What follows belongs to an exercise in optimizing a design on an open flow for small area; a production flow would make more cautious choices. Function was checked by simulation only, so behaviour that the tests miss may differ from the original. Power is estimated from default activity; no workload was simulated.

// router_top
module router_top(clk,resetn,read_enb_0,read_enb_1,read_enb_2,d_in,pkt_valid,
		d_out_0,d_out_1,d_out_2,vld_out_0,vld_out_1,vld_out_2,
		error,busy);
For scale: about 1400 cells after synthesis, roughly 460 flip-flops, about 43 I/O pins, roughly 0.017 mm^2 of cells after synthesis.
==> module router_fifo, before the edit <==
module router_fifo(clk,resetn,soft_reset,write_enb_next,read_enb,d_in,empty,d_out,full);
	input clk,resetn,soft_reset,read_enb,write_enb_next;
	input [7:0]d_in;
	output empty,full;
	output [7:0]d_out;
	reg [4:0]count;
	reg rd_q, wr_q, wr_n;
	reg [7:0] mem [15:0];
	integer i;
	assign full  = count[4];
	assign empty = (count==5'd0);
	wire rd = read_enb && !empty;
	wire [4:0] count_next = (!resetn || soft_reset) ? 5'd0 : count+{4'd0,wr_q}-{4'd0,rd};
	wire wr_next = write_enb_next && !count_next[4];
	always@(posedge clk)
		begin
			mem[0]<=({8{wr_q}}&d_in)|({8{wr_n}}&mem[0]);
			for(i=1;i<16;i=i+1)
				mem[i]<=({8{wr_q}}&mem[i-1])|({8{wr_n}}&mem[i]);
		end
	always@(posedge clk)
		begin
			count<=count_next;
			wr_q<=wr_next;
			wr_n<=!wr_next;
			rd_q<=resetn && !soft_reset && rd;
		end
	assign d_out = rd_q ? mem[count[3:0]] : 8'b0;
endmodule
Settings: LEC_CHECK=0, CAP_MARGIN=20, CORE_MARGIN=2, CORE_UTILIZATION=70, CTS_BUF_LIST=sky130_fd_sc_hd__clkbuf_8, CTS_CLUSTER_DIAMETER=100, CTS_CLUSTER_SIZE=30, PLACE_DENSITY=0.8, SLEW_MARGIN=20; clock period 5.0 ns.
standard.sh (not shown) runs the stock make flow with config.mk's settings and CLKGATE_MAP_FILE= SYNTH_SCRIPT=/design/flow/synth_recipe.tcl, a recipe that flattens the netlist after the stock synthesis.
==> flow/flow/run.sh <==
#!/bin/bash
# Standard ORFS layout (the standard.sh) with three changes:
#  - synthesis is the standard synthesis script, with only the ABC
#    technology-mapping script replaced by an area-oriented one (registers,
#    their names and cell types are untouched: ABC maps combinational logic);
#  - clock tree synthesis without dummy loads;
#  - the port buffers use the smallest buffer cell.
set -euo pipefail
WORK=$(pwd)
FLOWDIR=$WORK/flow
cat > $WORK/my_synth.tcl <<EOT
proc abc {args} {
  set i [lsearch \$args -script]
  if {\$i >= 0} { lset args [expr {\$i+1}] $FLOWDIR/abc_area.script }
  yosys abc {*}\$args
}
source $WORK/synth_recipe.tcl
EOT
bash $WORK/standard.sh SYNTH_SCRIPT=$WORK/my_synth.tcl \
  "CTS_ARGS=-sink_clustering_enable -repair_clock_nets -dont_use_dummy_load -sink_clustering_size 16 -sink_clustering_max_diameter 60 -buf_list sky130_fd_sc_hd__clkbuf_8" \
  "BUFFER_PORTS_ARGS=-buffer_cell sky130_fd_sc_hd__buf_1" \
  finish > $WORK/standard_flow.log 2>&1
==> flow/flow/abc_area.script <==
&get -n
&st
&dch -f
&nf -a -R 1000
&put
topo
The starting point completed with no timing, DRC or antenna violations.
Next try:
--- a/flow/design.v
+++ b/flow/design.v
@@ -11,5 +11,12 @@
 	assign empty = (count==5'd0);
 	wire rd = read_enb && !empty;
-	wire [4:0] count_next = (!resetn || soft_reset) ? 5'd0 : count+{4'd0,wr_q}-{4'd0,rd};
+	wire inc = wr_q && !rd, dec = rd && !wr_q;
+	wire [4:0] tog;
+	assign tog[0] = inc || dec;
+	assign tog[1] = (inc && count[0]) || (dec && !count[0]);
+	assign tog[2] = (inc && &count[1:0]) || (dec && !(|count[1:0]));
+	assign tog[3] = (inc && &count[2:0]) || (dec && !(|count[2:0]));
+	assign tog[4] = (inc && &count[3:0]) || (dec && !(|count[3:0]));
+	wire [4:0] count_next = (!resetn || soft_reset) ? 5'd0 : count^tog;
 	wire wr_next = write_enb_next && !count_next[4];
 	always@(posedge clk)
=> The new run finished clean; via count is lower by 1.5%; combinational power goes down by 15%; non-clock buffer count grows by 10; die area falls by 2.2%; wire length falls by 1.5%; core utilization is higher by 0.72 points; global-route usage stays flat; fmax went down by 3.7%; flip-flop and latch count does not change; critical path depth is unchanged; area after synthesis went down by 2.2%.

port drivers added, routing unchanged:
The flow's constraints put no driver on any port. The routed layouts listed below were extracted and timed again, unchanged, in two steps. Step 1 assumes that a clkbuf_16 drives the clock port and a buf_2 every other input. Step 2 times the ports against the registers' clock, not the clock port: input delays grow and output delays shrink by t, the midpoint of the rising clock arrivals with the driver on. a / b / c = ideal / step 1 / step 2; a / b = the first two.
run | shift t [ns] | setup slack, ns | worst hold slack (ns) | cell pins on the clock port's net
the first run | 0.589 | 1.065 / 1.020 / 1.544 | 0.479 / 0.479 / 0.479 | 1
the second run | 0.585 | 0.913 / 0.869 / 1.454 | 0.460 / 0.460 / 0.460 | 1
After both steps every run listed still meets setup and hold.
